This design comes from an exercise in tuning for small area, a short achievable clock period and few clock cycles per item on the open sky130 flow, not from production work. The RTL was checked by simulation tests, not by an equivalence proof against the original design. Power is estimated from default activity; no workload was simulated.

== rev 12 ==
Design pow5_pipelined_valid, start of the top module:
module pow5_pipelined_valid
#(
  parameter DATA_WIDTH = 8
)
(
  input  logic                      clk_i,
  input  logic                      rst_i,
  input  logic [DATA_WIDTH-1:0]     pow_data_i,
  input  logic                      data_valid_i,
  output logic [(5*DATA_WIDTH)-1:0] pow_data_o,
  output logic                      data_valid_o
);
  logic                      valid_1_ff;
  logic                      valid_2_ff;
  logic [(5*DATA_WIDTH)-1:0] pow5;
  logic [(5*DATA_WIDTH)-1:0] pow_ff;
  always_ff @ (posedge clk_i or posedge rst_i)
    if (rst_i) begin
      valid_1_ff <= 1'b0;
      valid_2_ff <= 1'b0;
    end
    else begin
      valid_1_ff <= data_valid_i;
      valid_2_ff <= valid_1_ff;
    end
  always_ff @ (posedge clk_i)
    pow_ff <= pow5;
  pow5_logic u_pow5 (.clk(clk_i), .x(pow_data_i), .y(pow5));
  assign pow_data_o   = pow_ff;
  assign data_valid_o = valid_2_ff;
endmodule
Size: ~52 I/O pins, roughly 6700 µm² of cells after synthesis.
Settings: LEC_CHECK=0, CAP_MARGIN=20, CORE_MARGIN=2, CORE_UTILIZATION=20, PLACE_DENSITY=0.3, SETUP_SLACK_MARGIN=3.0, SLEW_MARGIN=20; clock period 5.5 ns.
standard.sh (not shown) runs the stock make flow with config.mk's settings and CLKGATE_MAP_FILE= SYNTH_SCRIPT=/design/flow/synth_recipe.tcl, a recipe that flattens the netlist after the stock synthesis.
==> flow/flow/run.sh <==
#!/bin/bash
# Own flow: the standard synthesis, then the combinational logic re-mapped by abc
# with an area-recovering script (flip-flops untouched), then the standard layout.
set -euo pipefail
R=orfs/results/${FLOW_PLATFORM}/pow5_pipelined_valid/base
bash standard.sh synth > log_synth_standard.log 2>&1
cp $R/1_2_yosys.v standard_1_2_yosys.v
ABC_SCRIPT=$(cat flow/abc_script.txt)
bash flow/remap.sh standard_1_2_yosys.v remapped.v "$ABC_SCRIPT" > log_remap_yosys.log 2>&1
cp remapped.v $R/1_2_yosys.v
rm -f $R/1_synth.odb $R/1_synth.sdc
bash standard.sh > log_layout.log 2>&1
==> flow/flow/abc_script.txt <==
strash;dch;map -a;mfs2;strash;dch;map -a
Other scripts of this flow, unchanged in this note and not shown: flow/flow/cellmodels.py, flow/flow/remap.sh
Rev 12: flow completed, timing, DRC and antenna clean
Testbench counts of rev 12, summed over its fixed seeds: cycles 16,008, items 16,000.
> inputs changed (rev 12 -> rev 13)
- SETUP_SLACK_MARGIN changed from 3.0 to 2.8
diff --git a/flow/flow/run.sh b/flow/flow/run.sh
--- a/flow/flow/run.sh
+++ b/flow/flow/run.sh
@@ -2,3 +2,4 @@
 # Own flow: the standard synthesis, then the combinational logic re-mapped by abc
-# with an area-recovering script (flip-flops untouched), then the standard layout.
+# with an area-recovering script (flip-flops untouched), then the standard layout
+# with plain buf_1 cells as the port buffers.
 set -euo pipefail
@@ -11,2 +12,2 @@
 rm -f $R/1_synth.odb $R/1_synth.sdc
-bash standard.sh > log_layout.log 2>&1
+bash standard.sh "BUFFER_PORTS_ARGS=-buffer_cell sky130_fd_sc_hd__buf_1" finish > log_layout.log 2>&1
==> flow/flow/abc_script.txt <==
strash;dch;map -a;mfs2;strash;dch;map -a;topo;buffer -c;upsize -D 1500;dnsize -D 1500
### Flow results
- Rev 13 vs rev 12: number of ordinary and repair buffers in the finished layout down in rev 13
- Rev 12 and rev 13 ended up with nearly the same clock-pin slew on the worst setup and hold paths.
- Actual transition at the worst max-transition pin in rev 13 is 0.15 ns higher than in rev 12
- Rev 13 vs rev 12 — power dropped by a few percent
- Upper clock frequency limit, rev 12 and rev 13: lower on rev 13
- The combinational fraction of design power of rev 13 is lower than that of rev 12.
- Against rev 12, rev 13 comes in about 0.6% lower on average footprint of a synthesized cell.
- Rev 13 and rev 12 ended up with roughly the same clock insertion delay at the later pin of the skew report.
- In the metrics for rev 12 and rev 13, the one carrying the higher longest individual stage delay on the worst path is rev 12.
- Clock network area share of rev 13 is on par with rev 12.
- Wire length sits lower in rev 13 than in rev 12.

========
pow5_pipelined_valid, a different RTL version from the one above (not shown whole).
Size in the first run: ~1,400 cells after synthesis, about 62 flip-flops, roughly 52 I/O pins.
Settings: LEC_CHECK=0, ABC_AREA=1, CAP_MARGIN=20, CORE_MARGIN=2, CORE_UTILIZATION=20, PLACE_DENSITY=0.3, SETUP_SLACK_MARGIN=3.2, SLEW_MARGIN=20; clock period 5.5 ns.
run.sh (not shown) runs the stock make flow with config.mk's settings and CLKGATE_MAP_FILE= SYNTH_SCRIPT=/design/flow/synth_recipe.tcl, a recipe that flattens the netlist after the stock synthesis.
Stock flow here: none of the scripts above is used.
Testbench counts at the start, summed over its fixed seeds: cycles 16,008, items 16,000.
Change:
Settings changed: CAP_MARGIN 20 to 0, SLEW_MARGIN 20 to 0.
Setup slack loses 53 ps.
Cell area increases by a few percent.
Final cell count increases slightly.
Wire length increases slightly.
Register-to-register slack loses 50 ps.
Clock power increases by a few percent.
Combinational power is about the same.
Power increases by a few percent.
Global-route usage increases by 0.19 points.
Clock-buffer cell count stays the same.
Change:
Settings changed: CAP_MARGIN 0 to 20, SETUP_SLACK_MARGIN 3.2 to 3.3, SLEW_MARGIN 0 to 20.
Effect: Power went up by 0.46%. Routed wire length stays flat. Clock power shrinks by 5.0%. First-iteration DRC count went down by about 3.6%. Setup slack is better by 100 ps. Synthesized cell count is unchanged. Hold slack is about the same. Global-route usage is higher by 0.46 points. Count of clock-buffer cells in the layout stays the same. Sequential share of layout area decreases by 0.49 points. Via count increases by 2.5%.

========
Starting RTL as in the previous note.
// pow5_pipelined_valid
module pow5_pipelined_valid
#(
  parameter DATA_WIDTH = 8
)
(
  input  logic                      clk_i,
  input  logic                      rst_i,
  input  logic [DATA_WIDTH-1:0]     pow_data_i,
  input  logic                      data_valid_i,
  output logic [(5*DATA_WIDTH)-1:0] pow_data_o,
  output logic                      data_valid_o
);
clock: 5.5 ns
lec_check: 0
cap_margin: 20
core_margin: 2
core_utilization: 20
place_density: 0.3
setup_slack_margin: 3.2
slew_margin: 20
Testbench counts at the start, summed over its fixed seeds: cycles 16,008, items 16,000.
Change:
Settings changed: ABC_AREA set to 1, SETUP_SLACK_MARGIN 3.2 to 3.4.
Combinational power increases by roughly a tenth.
Sequential power hardly moves.
Clock-buffer cell count does not change.
Power increases by a few percent.
Core utilization increases by 3.7 points.
Setup slack gains 0.19 ns.
Critical path depth increases by 2.
Wire length increases by a few percent.
Cell area increases by a few percent.
Change:
Settings changed: GPL_TIMING_DRIVEN set to 0, SETUP_SLACK_MARGIN 3.4 to 3.2.
Effect: The changed run produced a clean layout. Critical path depth does not change. Synthesized area does not change. Design area is lower by roughly a tenth. Global-route usage is higher by 4.6 points. Total power is lower slightly. Setup slack gets worse by 0.20 ns. Non-clock buffer count is lower by 46. Wire length is higher by a few percent. Combinational power is lower by a few percent. Worst hold slack gets better by 0.0042 ns.
Change:
Settings changed: CORE_UTILIZATION 20 to 25, GPL_TIMING_DRIVEN 0 to unset, PLACE_DENSITY 0.3 to 0.4.
=> The new run passed the timing, design-rule and antenna checks; fmax decreases by a few percent; clock skew drops by 0.0054 ns; wire length fell by about a fifth; critical path depth drops by 2; non-clock buffer count came out lower by 39; worst setup slack gets worse by 0.17 ns; clock power came out lower slightly; synthesized cell count is unchanged; global-route usage climbs by 1.3 points.

## separate check: timing with driven ports
The results above use ideal ports. As a check the final layouts listed here were re-extracted and re-timed, cells and wires unchanged.
Step 1, drivers: a clkbuf_16 drives clk_i and a buf_2 each remaining input, both assumed.
Step 2 adds t to the input delays and takes it off the output delays; t is the mean of the earliest and latest rising clock arrival at the registers after step 1. Input paths then give back, and output paths get back, about the clock's delay inside the block.
Three values: no drivers, after step 1, after step 2; two values: the first two.
| run | t (ns) | setup WS [ns] | cell pins on the clock port's net |
|---|---|---|---|
| rev 12 | 0.442 | 2.906 / 2.906 / 2.906 | 1 |
| rev 13 | 0.448 | 2.643 / 2.643 / 2.643 | 1 |
| the first run of note 2 | 0.444 | 3.073 / 3.073 / 3.073 | 1 |
| the second run of note 2 | 0.445 | 3.020 / 3.020 / 3.020 | 1 |
| the third run of note 2 | 0.440 | 3.123 / 3.123 / 3.123 | 1 |
| the first run of note 3 | 0.435 | 3.046 / 3.046 / 3.046 | 1 |
| the second run of note 3 | 0.443 | 3.234 / 3.234 / 3.234 | 1 |
| the third run of note 3 | 0.459 | 3.031 / 3.031 / 3.031 | 1 |
| the fourth run of note 3 | 0.448 | 2.861 / 2.861 / 2.861 | 1 |
After both steps every run listed still meets setup and hold.
